Background: an optimization exercise with open tools, aiming at small area, a short achievable clock period and few clock cycles per item. Do not read the settings as production practice. Only simulation tests tie the RTL to the original design; equivalence was not proved.

`flow/run.sh`:
```
#!/bin/bash
# synth_recipe.tcl (not shown) runs the flow's synth.tcl, then flattens the netlist and writes it again
# the make line also repeats each setting of config.mk as NAME=value (left out here)
make -C /OpenROAD-flow-scripts/flow DESIGN_CONFIG=/design/flow/config.mk WORK_HOME=/design/flow/orfs CLKGATE_MAP_FILE= SYNTH_SCRIPT=/design/flow/synth_recipe.tcl finish
```
`flow/config.mk`:
```
export PLATFORM = sky130hd
export DESIGN_NAME = fc_layer
export DESIGN_NICKNAME = fc_layer
export VERILOG_FILES = /design/flow/design.v
export SDC_FILE = /design/flow/constraint.sdc
export NUM_CORES = 4
export LEC_CHECK = 0
export CAP_MARGIN = 20
export CORE_AREA = 5 5 475 475
export DIE_AREA = 0 0 480 480
export SLEW_MARGIN = 20
```
`flow/design.v`:
```
`timescale 1ns/1ps
module fc_layer #(
    parameter INPUT_SIZE  = 16,
    parameter OUTPUT_SIZE = 8,
    parameter DATA_WIDTH  = 8
)(
    input  logic                          clk,
    input  logic                          reset,
    input  logic                          start,
    output logic                          done,
    input  logic signed [INPUT_SIZE*DATA_WIDTH-1:0]  input_data_flat,
    input  logic signed [OUTPUT_SIZE*INPUT_SIZE*DATA_WIDTH-1:0] weights_flat,
    input  logic signed [OUTPUT_SIZE*DATA_WIDTH-1:0]            bias_flat,
    output logic signed [OUTPUT_SIZE*DATA_WIDTH-1:0] output_data_flat
);
    logic signed [DATA_WIDTH-1:0] input_data     [INPUT_SIZE];
    logic signed [DATA_WIDTH-1:0] weights        [OUTPUT_SIZE][INPUT_SIZE];
    logic signed [DATA_WIDTH-1:0] bias           [OUTPUT_SIZE];
    logic signed [DATA_WIDTH-1:0] output_data    [OUTPUT_SIZE];
    logic [$clog2(INPUT_SIZE)-1:0] counter;
    logic computing;
    logic signed [2*DATA_WIDTH-1:0] acc [OUTPUT_SIZE];
    typedef enum logic [1:0] {
        IDLE      = 2'b00,
        COMPUTE   = 2'b01,
        COMPLETE  = 2'b10,
        WAIT_DONE = 2'b11
    } state_t;
    state_t state, next_state;
    always_ff @(posedge clk or posedge reset) begin
        if (reset)
            state <= IDLE;
        else
            state <= next_state;
    end
    always_comb begin
        case (state)
            IDLE:       next_state = start ? COMPUTE : IDLE;
            COMPUTE:    next_state = (counter == INPUT_SIZE-1) ? COMPLETE : COMPUTE;
            COMPLETE:   next_state = WAIT_DONE;
            WAIT_DONE:  next_state = start ? WAIT_DONE : IDLE;
            default:    next_state = IDLE;
        endcase
    end
    always_comb begin
        for (int i = 0; i < INPUT_SIZE; i++) begin
            input_data[i] = input_data_flat[(i+1)*DATA_WIDTH-1 -: DATA_WIDTH];
        end
        for (int i = 0; i < OUTPUT_SIZE; i++) begin
            bias[i] = bias_flat[(i+1)*DATA_WIDTH-1 -: DATA_WIDTH];
            for (int j = 0; j < INPUT_SIZE; j++) begin
                weights[i][j] = weights_flat[(i*INPUT_SIZE + j + 1)*DATA_WIDTH-1 -: DATA_WIDTH];
            end
        end
    end
    always_ff @(posedge clk or posedge reset) begin
        if (reset) begin
            counter    <= 0;
            done       <= 0;
            computing  <= 0;
            for (int i = 0; i < OUTPUT_SIZE; i++) begin
                acc[i] <= 0;
                output_data[i] <= 0;
            end
        end else begin
            case (state)
                IDLE: begin
                    counter   <= 0;
                    done      <= 0;
                    computing <= 0;
                    for (int i = 0; i < OUTPUT_SIZE; i++) begin
                        acc[i] <= bias[i];
                    end
                end
                COMPUTE: begin
                    for (int i = 0; i < OUTPUT_SIZE; i++) begin
                        acc[i] <= acc[i] + weights[i][counter] * input_data[counter];
                    end
                    counter <= counter + 1;
                end
                COMPLETE: begin
                    for (int i = 0; i < OUTPUT_SIZE; i++) begin
                        if (acc[i] > $signed(2**(DATA_WIDTH-1)-1))
                            output_data[i] <= $signed(2**(DATA_WIDTH-1)-1);
                        else if (acc[i] < $signed(-1 * 2**(DATA_WIDTH-1)))
                            output_data[i] <= $signed(-1 * 2**(DATA_WIDTH-1));
                        else
                            output_data[i] <= acc[i][DATA_WIDTH-1:0];
                    end
                    done <= 1;
                end
                WAIT_DONE: begin
                    done <= 0;
                end
            endcase
        end
    end
    always_comb begin
        for (int i = 0; i < OUTPUT_SIZE; i++) begin
            output_data_flat[(i+1)*DATA_WIDTH-1 -: DATA_WIDTH] = output_data[i];
        end
    end
endmodule
```
`flow/constraint.sdc`:
```
create_clock -name core_clock -period 10.0 [get_ports {clk}]
set_input_delay 2.0000 -clock core_clock [delete_from_list [all_inputs] [get_ports {clk}]]
set_output_delay 2.0000 -clock core_clock [all_outputs]
set_load 0.01 [all_outputs]
```
==> flow_summary.yaml <==
setup_path:
  crit_arrival_ps: 9260
  cp-start-kind: "primary input"
  path_delay_family: "adder cells"
  worst-path-buf-inv: 4
  path_common_cell: "fa_1"
  regToRegStartpoint: "counter[1]"
  crit_chain: "clkdlybuf4s50_1 -> a222oi_1 -> buf_4 -> nor2_1 -> nor4_1 -> a2bb2oi_2 -> nor2_1 -> fa_1 -> inv_1 -> fa_1 -> inv_1 -> fa_1 -> fa_1 -> ha_1 -> ha_1 -> or3_1 -> a21oi_1 -> o31ai_1 -> a2111oi_0 -> nor3_1"
  cp_max_fo: 11
  worstSetupPathType: "primary input to flop"
  required_ps: 10420
  startpoint: "weights_flat[527]"
  crit_path_end_kind: "flop"
  max_stage_delay_ps: 920
  cpMaxStageDelayCell: "nor4_1"
placement:
  dp_slack_ps: 531
  hpwl_um: 270000
  place_congestion: 0.982
  port_buffers: 1283
synthesis:
  yosysMostFrequentCell: "inv_1"
  ys_seq_elements: 199
  ys_warn_count: 6
  synth_edf_count: 0
  synth_top_area_cell: "fa_1"
  synth-async-reset-ratio_pct: 100
  synth.distinct_cells: 81
  synth_top_area_share_pct: 27.2
  synth.top_cells.by_count: "inv_1 (715), fa_1 (576), nor2_1 (369), nand2_1 (345), ha_1 (297)"
  ys_dominant_reg_cell: "dfrtp_1"
  mappedNetlistArea_mm2: 0.0423
  synthTopCellsByArea: "fa_1 (27%), dfrtp_1 (12%), ha_1 (8.8%)"
  synthCells: 4835
  synthesis.nets: 6927
  avgSynthCellArea_um2: 8.76
  synth_seq_area_share_pct: 11.8
grt:
  grt_use_total_pct: 26.7
  antenna_found_initial: 144
  grt_first_pass_wirelength_um: 419000
  grt_pass1_vias: 46129
  grt_max_degree: 117
  grt_overflow_total: 0
clock_network:
  cts_root_buf: "clkbuf_16"
  clkTransAtPathRegs_ps: 80
  clock_latency_ps: 570
  cts_resized: 0
  cts_sinks: 199
  cts_buffers: 17
  ctsHtreeMaxLevel: 4
  cts_tree: "yes"
  clockBufferDepth: 2
  cts_setup_buffers: 0
  cts_hold_buf: 0
floorplanning:
  start_util_pct: 19.3
  io_pins: 1284
  die_h_um: 480
  die_area_mm2: 0.230
  die_w_um: 480
  core_mm2: 0.220
  rows: 172
finish:
  layout-area-overhead-vs-synth_pct: 42.1
  layout-drive-gt1-share_pct: 7.15
  nets: 8090
route:
  drtIter0Drc: 4196
  drc: 0
  viasPerCell: 4.97
  num_vias: 45155
  totalWireLength_um: 320000
  drt-pass1-iter-count: 9
  wl_per_cell_um: 35.3
  postRouteAntennaNets: 0
sta:
  slew_violations: 0
  finClkSkew_ps: 28.3
  setup_ws_ps: 1150
  setup_viol: 0
  max_freq_mhz: 113
  relSlewSlack_pct: 20.6
  period_needed_ps: 8850
  hold_viol: 0
  worst_slew_pin_slew_ps: 1190
  timing.final.crit_share_pct: 88.5
  grt_setup_unrepaired: "false"
  whs_ps: 520
  fin_setup_tns_ps: 0
worst_hold_path:
  hp-start: "output_data[2][7]"
  hp-class: "flop to flop"
run:
  drv_cap: 0
run_status:
  outcome: "finished clean"
## per-stage QoR
| stage | instance area [um2] | instances | util, % |
|---|---|---|---|
| 2_1_floorplan | 42300 | 4835 | - |
| 3_3_place_gp | 59200 | 8932 | 26.9 |
| 3_5_place_dp | 59300 | 8936 | 27.0 |
| 4_1_cts | 59900 | 8967 | 27.3 |
| 5_1_grt | 60000 | 9030 | 27.3 |
| 6_report | 60200 | 9078 | 27.4 |
## cells in the final DEF, fill, tap and decap left out, drive strengths merged, types with 33 or more instances in the layout
cell type and count:
a21oi 135, clkdlybuf4s50 1283, o21a 38, nor3 52, buf 177, dfrtp 199, nor4 36, o21ai 227
inv 726, or2 51, o22ai 76, nand2 346, mux2 42, a222oi 90, nand2b 52, nand3 82
a221oi 86, and3 33, xnor2 97, nor2 374, a211oi 42, mux2i 124, ha 297, fa 576
a31oi 56, a22oi 157, a22o 46, diode 110, and2 93
## area by class of cell
class                   instances  area (um2)
multi-input cells            3603       33500
diodes                        110         275
clock inverters                13         173
repair buffers               1460       14400
well taps                    2958        3700
inverters                     717        2710
fillers                     23459      160000
flip-flops and latches        199        4990
clock buffers                  18         439
## cells by family (layout without fill, tap and decap cells)
| logic type | after synthesis | count (layout) | synth area share, % |
|---|---|---|---|
| AO/OA/AOI/OAI | 1225 | 1225 | 21.2 |
| AND/OR/NAND/NOR | 1203 | 1203 | 13.3 |
| buffers and inverters | 1033 | 2208 | 10.2 |
| adder cells (fa/ha/maj) | 873 | 873 | 36.0 |
| flip-flops | 199 | 199 | 11.8 |
| multiplexers | 181 | 181 | 4.85 |
| XOR/XNOR | 121 | 121 | 2.76 |
| other | 0 | 110 | 0 |
## flip-flops by register name, indices dropped and copies added (netlist names)
name / cells
state: 2
counter: 4
output_data: 64
done: 1
acc: 128
## path summary, 6_finish.rpt
| check | cells after the start | end | slack [ps] |
|---|---|---|---|
| max | 20 | acc[4][13] | 1150 |
| min | 1 | output_data[2][7] | 520 |
| max reg2reg | 23 | acc[4][13] | 1330 |
| min reg2reg | 1 | output_data[2][7] | 520 |
| max in group asynchronous | 3 | output_data[4][2] | 6800 |
| min in group asynchronous | 2 | output_data[5][1] | 1870 |
## routing by layer
metal	vias to the layer above	track usage (%)	wire length, um
met3	510	7.24	27800
li1	19246	-	-
met1	22964	32.0	123000
met2	2405	42.0	145000
met5	-	0	217
met4	30	18.0	23600
Testbench counts, summed over its fixed seeds: cycles 7,296, inferences 384.

-- port drivers added, routing unchanged --
No port has a modelled driver above. Below, the same layout with a new extraction and two added sets of constraints.
Step 1 (the two cells are an assumption about what drives the block):
set clk [get_ports {clk}]
set_driving_cell -lib_cell sky130_fd_sc_hd__clkbuf_16 $clk
set_driving_cell -lib_cell sky130_fd_sc_hd__buf_2 [delete_from_list [all_inputs] $clk]
Step 2 times the ports against the registers' clock, not the clock port: input delays grow and output delays shrink by t, the midpoint of the rising clock arrivals with the driver on.
a / b / c = no drivers / after step 1 / after step 2; a / b = the first two.
shift t [ns]: 0.638
slack for setup (ns): 1.152 / 1.168 / 0.530
cell pins on the clock port's net: 1
After both steps setup and hold are still met in this run. The setup slack of this run moves by +0.016 ns with the drivers and by -0.622 ns with both steps.
